Source: an optimization exercise on an open RTL-to-GDS flow (aim: small area). Production flows keep margins and buffers that such runs may drop.
Function was checked by simulation only, so behaviour that the tests miss may differ from the original.
No activity file was given, so power comes from the tool's default toggle rates.

<file path="config.mk">
export PLATFORM = sky130hd
export DESIGN_NAME = fir
export DESIGN_NICKNAME = fir
export VERILOG_FILES = /design/flow/design.v
export SDC_FILE = /design/flow/constraint.sdc
export NUM_CORES = 4
export LEC_CHECK = 0
export CAP_MARGIN = 20
export CORE_MARGIN = 2
export CORE_UTILIZATION = 40
export SLEW_MARGIN = 20
</file>
<file path="run.sh">
#!/bin/bash
# synth_recipe.tcl (not shown) runs the flow's synth.tcl, then flattens the netlist and writes it again
# the make line also repeats each setting of config.mk as NAME=value (left out here)
make -C /OpenROAD-flow-scripts/flow DESIGN_CONFIG=/design/flow/config.mk WORK_HOME=/design/flow/orfs CLKGATE_MAP_FILE= SYNTH_SCRIPT=/design/flow/synth_recipe.tcl finish
</file>
<file path="constraint.sdc">
create_clock -name core_clock -period 12.0 [get_ports {clk}]
set_input_delay 2.4000 -clock core_clock [delete_from_list [all_inputs] [get_ports {clk}]]
set_output_delay 2.4000 -clock core_clock [all_outputs]
set_load 0.01 [all_outputs]
</file>
<file path="design.v">
`timescale 1ns/10ps
module fir(data_out, out_enable, data_in, sample_enable, coef_enable, error, clk, reset);
	parameter s_reset 	= 2'b00;
	parameter s_coeff 	= 2'b01;
	parameter s_filter 	= 2'b10;
	parameter s_error 	= 2'b11;
	output [15:0] data_out;
	output out_enable;
	output error;
	input [7:0] data_in;
	input sample_enable;
	input coef_enable;
	input clk;
	input reset;
        wire read_coef,read_samp,complete;
	Control_Unit M0(read_coef,read_samp,error,out_enable,sample_enable,coef_enable,clk,reset,complete,out_valid);
        Datapath_Unit M1(data_out,out_valid,complete,data_in,clk,reset,read_coef,read_samp);	
endmodule
module Datapath_Unit(
       output reg [15:0] data_out,
       output reg out_valid,complete,
       input [7:0] data_in,
       input clk,reset,read_coef,read_samp
);
reg[7:0] h[0:4]; 
reg[15:0] sample_his[0:3]; 
reg[2:0] i,j;
always@(*)
  data_out=sample_his[3]*h[4]+sample_his[2]*h[3]+sample_his[1]*h[2]+sample_his[0]*h[1]+h[0]*data_in;
always@(posedge clk or negedge reset)
if(~reset) begin 
h[0]<=0;
h[1]<=0;
h[2]<=0;
h[3]<=0;
h[4]<=0;
sample_his[0]<=0;
sample_his[1]<=0;
sample_his[2]<=0;
sample_his[3]<=0;
i<=0;
j<=0;
end
else begin
  if(read_coef) begin
      complete<=0;
      h[i]<=data_in;
      if(i<4) i<=i+1;
      else begin i<=0;complete<=1;end
  end
  if(read_samp) begin
      sample_his[0]<=data_in;
      sample_his[1]<=sample_his[0];
      sample_his[2]<=sample_his[1];
      sample_his[3]<=sample_his[2];
      end
end
endmodule 
module Control_Unit (
output reg read_coef,read_samp,error,out_enable,
input sample_enable,coef_enable,clk,reset,complete,out_valid
);
parameter s_reset 	= 2'b00;
parameter s_coeff 	= 2'b01;
parameter s_filter 	= 2'b10;
parameter s_error 	= 2'b11;
reg[1:0] state,nextstate;
always@(posedge clk or negedge reset)
 if(~reset) state<=s_reset; else state<=nextstate;
always@(*)begin
read_coef=0;
read_samp=0;
error=0;
nextstate=s_reset;
out_enable=0;
case(state)
   s_reset: begin
            if(coef_enable&&(!sample_enable))begin nextstate=s_coeff; read_coef=1;end
            else if(sample_enable) begin nextstate=s_error;error=1;end
            end
   s_coeff: begin
              if(coef_enable&&sample_enable) begin nextstate=s_error;error=1; end
              else if(coef_enable) begin nextstate=s_coeff;read_coef=1;end
              else if(!coef_enable&&complete) begin nextstate=s_filter;
                           if(sample_enable) begin read_samp=1;out_enable=1;end
                       end
              else if(!coef_enable&&(!complete)) begin error=1;nextstate=s_error;end
            end
   s_filter:begin
            out_enable=1;
            if(sample_enable&&(!coef_enable)) begin read_samp=1;nextstate=s_filter;end
            else if(sample_enable&&coef_enable) begin nextstate=s_error;error=1;end
            else if(!sample_enable&&!coef_enable) nextstate=s_filter;
            else if((!sample_enable)&&coef_enable) begin nextstate=s_coeff;read_coef=1;end
            end
   s_error: begin
            nextstate<=s_error;
            error=1;
            end
endcase
end
endmodule
</file>
==> results.txt <==
[stage by stage]
| stage | setup slack [ns] | power, W |
|---|---|---|
| floorplan | 1.33 | 0.000420 |
| global placement | -0.0297 | 0.000503 |
| detailed placement | 0.00493 | 0.000505 |
| CTS | 0.0400 | 0.000809 |
| global route | 0.0287 | 0.000844 |
| finish | 0.265 | 0.000798 |
[sequential cells by signal (all words and copies together) (netlist names)]
| register | flops |
|---|---|
| M1.sample_his | 32 |
| M1.i | 3 |
| M0.state | 2 |
| M1.complete | 1 |
| M1.h | 40 |
[worst min-delay path by stage]
stage | start | endpoint | slack (ns) | cells past startpoint
final | M1.i[1]$_DFFE_PN0P_ | M1.i[1]$_DFFE_PN0P_ | 0.66 | 2
after global routing | M1.i[2]$_DFFE_PN0P_ | M1.i[2]$_DFFE_PN0P_ | 0.69 | 2
after CTS | M1.i[1]$_DFFE_PN0P_ | M1.i[1]$_DFFE_PN0P_ | 0.66 | 2
after detailed placement | M1.i[1]$_DFFE_PN0P_ | M1.i[1]$_DFFE_PN0P_ | 0.64 | 2
after global placement | M1.i[1]$_DFFE_PN0P_ | M1.i[1]$_DFFE_PN0P_ | 0.62 | 2
after floorplan | M1.h[0][2]$_DFFE_PN0P_ | M1.h[0][2]$_DFFE_PN0P_ | 0.56 | 1
[cell families after synthesis]
kind of cell | count (synthesis) | synth area share (%)
multiplexers | 74 | 5.83
buffers and inverters | 433 | 11.5
AO/OA/AOI/OAI | 41 | 1.98
AND/OR/NAND/NOR | 362 | 13.9
XOR/XNOR | 23 | 1.41
flip-flops | 78 | 13.7
adder cells (fa/ha/maj) | 423 | 51.7
[area by class of cell]
type | count | area [sq um] | share of cell area, %
inverters | 397 | 1490 | 9.62
clock inverters | 4 | 53.8 | 0.347
clock buffers | 12 | 267 | 1.72
flip-flops and latches | 78 | 1960 | 12.6
well taps | 461 | 577 | 3.72
multi-input cells | 923 | 10700 | 69.2
repair buffers | 47 | 433 | 2.79
[routing by layer]
metal	GRT usage (%)	vias up	wire length [um]
li1	-	4238	-
met1	27.0	4838	15200
met2	33.7	152	16600
met3	1.95	36	1050
met4	5.89	0	848
met5	0	-	0
[synthesized netlist by cell type (2+ instances only)]
library cell | instances | area (sq um)
a211oi_1 | 4 | 30.0
a21o_1 | 3 | 22.5
a21oi_1 | 6 | 30.0
a21oi_2 | 3 | 26.3
and2_1 | 212 | 1330
buf_2 | 3 | 15.0
buf_6 | 3 | 33.8
clkbuf_1 | 29 | 109
dfrtp_1 | 77 | 1930
fa_1 | 280 | 5610
ha_1 | 142 | 1780
inv_1 | 397 | 1490
mux2_1 | 8 | 90.1
mux2_2 | 66 | 743
nand2_1 | 118 | 443
nand2_4 | 4 | 45.0
nand3_1 | 2 | 10.0
nand3b_1 | 2 | 15.0
nor2_1 | 7 | 26.3
nor3_1 | 8 | 40.0
o2111ai_1 | 2 | 17.5
o21a_1 | 3 | 22.5
o21ai_0 | 10 | 50.1
o21bai_1 | 2 | 15.0
o31ai_1 | 2 | 15.0
or2_2 | 2 | 12.5
xnor2_1 | 19 | 166
xor2_1 | 4 | 35.0
[timing repair]
| item | in CTS | in global routing |
|---|---|---|
| buffers inserted | 0 | 1 |
| hold buffers | 0 | 0 |
| endpoints found under the setup margin | 1 | 4 |
| gates resized for setup | 1 | 8 |
[worst reg2reg max path, delay by kind of cell, from the launching register on]
| kind | cells | cell delay [ns] |
|---|---|---|
| AO/OA/AOI/OAI | 1 | 0.15 |
| multiplexers | 1 | 0.43 |
| AND/OR/NAND/NOR | 1 | 0.27 |
| buffers and inverters | 1 | 0.46 |
| flip-flops | 1 | 0.47 |
[cell usage in the layout, fill, tap and decap left out, types with 2 or more instances in the layout]
cell and count:
o21ai_0 9, clkdlybuf4s50_1 24, ha_1 142, a21oi_1 6, o2111ai_1 2, inv_1 397, mux2_1 8, o21a_1 3
nand2_4 4, a21oi_2 2, a21o_1 3, xor2_1 4, fa_1 280, o21bai_1 2, xnor2_1 19, dfrtp_1 77
buf_4 18, clkbuf_8 3, nor3_1 8, and2_1 212, nand3b_1 2, mux2_2 66, nand2_1 118, clkbuf_16 9
nand3_1 2, dlymetal6s2s_1 3, or2_2 2, o31ai_1 2, a211oi_1 3, clkinvlp_4 2, o21ai_2 2, nor2_1 7
[power breakdown]
part	switching, W	total, W	internal (W)	leakage (nW)
logic	0.000102	0.000187	0.0000851	7.23
registers	0.0000351	0.000310	0.000275	1.05
clock network	0.000122	0.000301	0.000179	0.151
==> impl_metrics.toml <==
[outcome]
status = "no timing/DRC/antenna violations"

[sta]
period_share_pct = 97.8
max_slew.worst_pin.slew_ns = 0.672
fin_tns_setup_ns = 0
hold_slack_ns = 0.659
period_needed_ns = 11.74
final-max-slew-violation-count = 0
hold_viol = 0
fmax_mhz = 85.2
grt_setup_unrepaired = "false"
slew_headroom_pct = 55.2
setup_viol = 0
finClkSkew_ns = 0.0102

[cts]
clk_path_buf_depth = 2
htreeDepth = 3
root_buffer = "clkbuf_16"
clock-sinks = 78
cts_buffers = 9
clock_latency_ns = 0.35
cts.clk_slew.worst_paths_ns = 0.06
cts_tree = "done"

[setup_path]
path_cells = "clkdlybuf4s50_1 -> nand2_1 -> fa_1 -> fa_1 -> inv_1 -> fa_1 -> inv_1 -> fa_1 -> fa_1 -> inv_1 -> fa_1 -> fa_1 -> inv_1 -> fa_1 -> inv_1 -> ha_1 -> a21o_1 -> a21oi_2 -> o21ai_2 -> mux2_2 -> nor4_1 -> clkdlybuf4s50_1"
rr_endpoint = "M1.sample_his[3][0]$_DFFE_PN0P_"
critPathSlowestCell = "clkdlybuf4s50_1"
r2r_start = "M0.state[1]$_DFF_PN0_"
crit_required_ns = 9.60
worstPathArrival_ns = 9.34
criticalPathCategory = "input pin to primary output"
crit_end = "data_out[14]"
cp_top_family = "adder cells"
crit_start = "data_in[4]"
worst-path-buf-inv = 7
path_max_fanout = 7
startpoint_type = "input pin"
cp_common_cell = "fa_1"
critPathMaxStageDelay_ns = 0.65
cp_num_cells = 22
r2r_cells = 4
rrSetupSlack_ns = 10.10
cp-end-kind = "primary output"

[placement]
gp_congestion = 0.831
portBuffers = 29
placed_area_sq_um = 15100
place_hpwl_um = 28300
place_inst = 1905

[floorplanning]
dieArea_sq_um = 37300
rows = 69
core-area_sq_um = 35400
die_h_um = 193
ios = 30
start_util_pct = 40.4
die_w_um = 193

[synth]
syn_area_per_cell_sq_um = 9.97
ys_warn_count = 5
yosysUniqueCellTypes = 44
synth_edf_count = 1
ys.flop_type = "dfrtp_1"
synthArstFlopShare_pct = 98.7
synth-seq-cells = 78
syn_area_sq_um = 14300
syn_nets = 1868
syn_inst = 1434
ys_seq_area_share_pct = 13.7

[pwr]
vdd_drop_max_uv = 66.7
p_leak_nw = 8.44
power.density_nw_per_um2 = 51.5

[layout]
nets = 1890
area_growth_syn_to_layout_pct = 8.31
stdcell_area_sq_um = 15500
instances_no_fill = 1922
final_util_pct = 43.8
n_fill_cell = 3473
drive_gt1_share_pct = 7.94
diodes = 0

[global_route]
grt_pass1_wl_um = 55700
grt_overflow_total = 0
track_usage_pct = 19.8
grt_pass1_vias = 10100
grt_max_degree = 49
antenna_found_initial = 0

[detailed_routing]
vias_per_cell = 4.82
wl_um = 33700
postRouteAntennaNets = 0
post-route-drc-count = 0
dr.first_iter.drc_count = 488
drtPass1Iterations = 4
wl_per_cell_um = 17.6
via_count = 9264

[job]
max_cap_violations = 0

[worst_hold_path]
hold_class = "flip-flop to flip-flop"

re-timing with driven ports:
Ports are ideal in the flow. The routed layout listed here was re-timed in OpenROAD. Step 1 assumes that a clkbuf_16 drives the clock port and a buf_2 every other input. Step 2 adds t to the input delays and takes it off the output delays; t is the mean of the earliest and latest rising clock arrival at the registers after step 1. Input paths then give back, and output paths get back, about the clock's delay inside the block. a / b / c = no drivers / after step 1 / after step 2; a / b = the first two.
t (ns): 0.388
slack for setup (ns): 0.265 / 0.238 / 0.238
worst setup path at the end: input to output
worst slew at a driven data input, ns: 0.04
pins driven straight from the clock port: 1
After both steps setup and hold are still met in this run. For this run, drivers alone change the setup slack by -0.027 ns; drivers and shift together by -0.027 ns.
